Background: an optimization exercise with open tools, aiming at small area. Do not read the settings as production practice.
Only simulation tests tie the RTL to the original design; equivalence was not proved.
Power figures rest on the tool's default switching activity, not on a simulated workload.

Design DPA, start of the top module:
module DPA (clk,reset,IM_A, IM_Q,IM_D,IM_WEN,CR_A,CR_Q);
input clk;
input reset;
output [19:0] IM_A;
input [23:0] IM_Q;
output [23:0] IM_D;
output IM_WEN;
output [8:0] CR_A;
input [12:0] CR_Q;
genvar k;
reg [2:0] ph;
reg [18:0] hi;
reg [1:0] pno;
reg [19:0] fb, pa;
reg sz128, sz256;
reg [5:0] sec, min;
reg [4:0] hour;
reg [29:0] acc;
reg pb;
wire ph0 = (ph == 3'd0);
wire ph1 = (ph == 3'd1);
wire ph2 = (ph == 3'd2);
wire ph3 = (ph == 3'd3);
wire ph4 = ph[2];
wire [19:0] hc;
wire [18:0] hn;
assign hc[0] = 1'b1;
generate for (k = 0; k < 19; k = k + 1) begin : hinc
	assign hn[k] = hi[k] ^ hc[k];
	assign hc[k+1] = hi[k] & hc[k];
end endgenerate
wire wrap = hc[19];
wire init = ~(hi[18] | hi[17] | hi[16]);
wire hdr  = (hi[18:12] == 7'd30);
wire clk1 = (hi[18:12] == 7'd31);
wire clk2 = (hi[18:12] == 7'd80);
wire clkd = clk1 | clk2;
wire pass = ~hi[18] & hi[17] & ~hi[15];
wire first = ~hi[16];
wire rl = wrap | init;
wire [18:0] hload = {hn[18:17], hn[16:13] | {4{rl}}, hn[12:11], hn[10] | rl, hn[9], hn[8:7] | {2{rl}}, hn[6:0]};
always @(posedge clk or posedge reset)
	if (reset) begin
		ph <= 3'd0;
		hi <= 19'd0;
	end else begin
		ph <= {ph3, ph2 | (ph1), ph0 | ph2};
		if (ph4) hi <= hload;
	end
wire [1:0] pnext = {pno[1] ^ pno[0], ~pno[0]};
wire plast = ({pno == 2'd3, pnext} == IM_Q[2:0]);
always @(posedge clk or posedge reset)
	if (reset) pno <= 2'd0;
  ...
Size in the first run: ~93 I/O pins, ~6700 um^2 of cells after synthesis.
clock: 10.0 ns
lec_check: 0
cap_margin: 0
core_margin: 2
core_utilization: 40
cts_buf_list: sky130_fd_sc_hd__clkbuf_4
cts_cluster_size: 16
slew_margin: 0
standard.sh (not shown) runs the stock make flow with config.mk's settings and CLKGATE_MAP_FILE= SYNTH_SCRIPT=/design/flow/synth_recipe.tcl, a recipe that flattens the netlist after the stock synthesis.
==> flow/flow/run.sh <==
#!/bin/bash
# The standard layout with three changes:
#  - the combinational part of the standard synthesis is re-mapped with a
#    stronger ABC area script (flow/remap.sh; registers untouched),
#  - ports are buffered with buf_1 instead of the default buffer,
#  - clock tree with clkbuf_4 and no dummy loads.
set -euo pipefail
W=$(pwd)
export BUFFER_PORTS_ARGS="-buffer_cell sky130_fd_sc_hd__buf_1"
export CTS_ARGS="-sink_clustering_enable -repair_clock_nets -buf_list sky130_fd_sc_hd__clkbuf_4 -sink_clustering_size 16 -dont_use_dummy_load"
bash standard.sh synth > "$W/flow_synth.log" 2>&1
R=$W/orfs/results/sky130hd/DPA/base
LIB=$FLOW_HOME/platforms/sky130hd/lib/sky130_fd_sc_hd__tt_025C_1v80.lib
if [[ -x $FLOW_HOME/../tools/install/yosys/bin/yosys ]]; then
  export YOSYS=$FLOW_HOME/../tools/install/yosys/bin/yosys
fi
cp "$R/1_2_yosys.v" "$W/synth_standard.v"
mkdir -p "$W/remap"
bash "$W/flow/remap.sh" "$W/synth_standard.v" "$W/remap/remapped.v" "$LIB" "$W/remap" > "$W/flow_remap.log" 2>&1
cp "$W/remap/remapped.v" "$R/1_2_yosys.v"
rm -f "$R/1_synth.odb" "$R/1_synth.sdc"
bash standard.sh > "$W/flow_layout.log" 2>&1
Other scripts of this flow, unchanged in this note and not shown: flow/flow/remap.sh
Next try:
--- a/flow/design.v
+++ b/flow/design.v
@@ -20,83 +20,78 @@
 wire ph0 = (ph == 3'd0);
 wire ph1 = (ph == 3'd1);
 wire ph2 = (ph == 3'd2);
 wire ph3 = (ph == 3'd3);
 wire ph4 = ph[2];
 wire [19:0] hc;
 wire [18:0] hn;
-assign hc[0] = 1'b1;
+assign hc[0] = ph4;
 generate for (k = 0; k < 19; k = k + 1) begin : hinc
 	assign hn[k] = hi[k] ^ hc[k];
 	assign hc[k+1] = hi[k] & hc[k];
 end endgenerate
 wire wrap = hc[19];
 wire init = ~(hi[18] | hi[17] | hi[16]);
 wire hdr  = (hi[18:12] == 7'd30);
 wire clk1 = (hi[18:12] == 7'd31);
 wire clk2 = (hi[18:12] == 7'd80);
 wire clkd = clk1 | clk2;
 wire pass = ~hi[18] & hi[17] & ~hi[15];
 wire first = ~hi[16];
-wire rl = wrap | init;
+wire rl = wrap | (init & ph4);
 wire [18:0] hload = {hn[18:17], hn[16:13] | {4{rl}}, hn[12:11], hn[10] | rl, hn[9], hn[8:7] | {2{rl}}, hn[6:0]};
 always @(posedge clk or posedge reset)
 	if (reset) begin
 		ph <= 3'd0;
 		hi <= 19'd0;
 	end else begin
 		ph <= {ph3, ph2 | (ph1), ph0 | ph2};
-		if (ph4) hi <= hload;
+		hi <= hload;
 	end
 wire [1:0] pnext = {pno[1] ^ pno[0], ~pno[0]};
 wire plast = ({pno == 2'd3, pnext} == IM_Q[2:0]);
 always @(posedge clk or posedge reset)
 	if (reset) pno <= 2'd0;
-	else if (wrap & ph4) pno <= plast ? 2'd0 : pnext;
+	else if (wrap) pno <= plast ? 2'd0 : pnext;
 always @(posedge clk) begin
 	if (init & ph3) fb <= IM_Q[19:0];
 	if (hdr & ph2) pa <= IM_Q[19:0];
 	if (hdr & ph3) begin
 		sz128 <= IM_Q[7];
 		sz256 <= IM_Q[8];
 	end
 end
-wire tinc = (wrap | ((hi[18:12] == 7'd79) & hc[12])) & ph4;
+wire tinc = wrap | ((hi[18:12] == 7'd79) & hc[12]);
+wire s59 = sec[5] & sec[4] & sec[3] & sec[1] & sec[0];
+wire m59 = min[5] & min[4] & min[3] & min[1] & min[0];
+wire h23 = hour[4] & hour[2] & hour[1] & hour[0];
+wire minc = tinc & s59;
+wire hrinc = minc & m59;
 wire [6:0] sc, mc;
 wire [5:0] sn, mn;
 wire [5:0] hrc;
 wire [4:0] hn5;
-assign sc[0] = 1'b1;
-assign mc[0] = 1'b1;
-assign hrc[0] = 1'b1;
+assign sc[0] = tinc;
+assign mc[0] = minc;
+assign hrc[0] = hrinc;
 generate for (k = 0; k < 6; k = k + 1) begin : tinc6
 	assign sn[k] = sec[k] ^ sc[k];
 	assign sc[k+1] = sec[k] & sc[k];
 	assign mn[k] = min[k] ^ mc[k];
 	assign mc[k+1] = min[k] & mc[k];
 end endgenerate
 generate for (k = 0; k < 5; k = k + 1) begin : tinc5
 	assign hn5[k] = hour[k] ^ hrc[k];
 	assign hrc[k+1] = hour[k] & hrc[k];
 end endgenerate
-wire s59 = sec[5] & sec[4] & sec[3] & sec[1] & sec[0];
-wire m59 = min[5] & min[4] & min[3] & min[1] & min[0];
-wire h23 = hour[4] & hour[2] & hour[1] & hour[0];
+wire tload = init & ph2;
 always @(posedge clk) begin
-	if (init & ph2) begin
-		sec <= IM_Q[5:0];
-		min <= IM_Q[13:8];
-		hour <= IM_Q[20:16];
-	end else if (tinc) begin
-		sec <= s59 ? 6'd0 : sn;
-		if (s59) begin
-			min <= m59 ? 6'd0 : mn;
-			if (m59) hour <= h23 ? 5'd0 : hn5;
-		end
-	end
+	sec <= tload ? IM_Q[5:0] : (minc ? 6'd0 : sn);
+	min <= tload ? IM_Q[13:8] : (hrinc ? 6'd0 : mn);
+	hour <= tload ? IM_Q[20:16] : ((hrinc & h23) ? 5'd0 : hn5);
 end
 wire [2:0] ci = hi[11:9];
 wire [4:0] cr = hi[8:4];
 wire [3:0] cc = hi[3:0];
 reg [5:0] dv;
 always @(*)
 	case (ci)
Critical path depth fell by 1.
Routed wire length stays flat.
Combinational power rose by about 3%.
Sequential power hardly moves.
Design area fell by 1.3%.
Synthesized area fell by 2.0%.
Total power rose by about 0.9%.

## afterwards: timing with drivers on the ports
How much do the figures lean on ideal ports? The routed layouts below were timed once more, with nothing changed but the port constraints. Step 1 assumes that a clkbuf_16 drives the clock port and a buf_2 every other input. Step 2 also shifts input and output timing later by t, the mid clock arrival at the registers, as if the neighbouring blocks saw the same clock. Three values: no drivers, after step 1, after step 2; two values: the first two.
| run | shift t [ns] | setup slack, ns | cell pins on the clock port's net |
|---|---|---|---|
| the first run | 0.535 | 0.473 / 0.438 / 0.973 | 1 |
| the second run | 0.534 | 0.428 / 0.392 / 0.926 | 1 |
After both steps setup and hold are still met in every run listed.
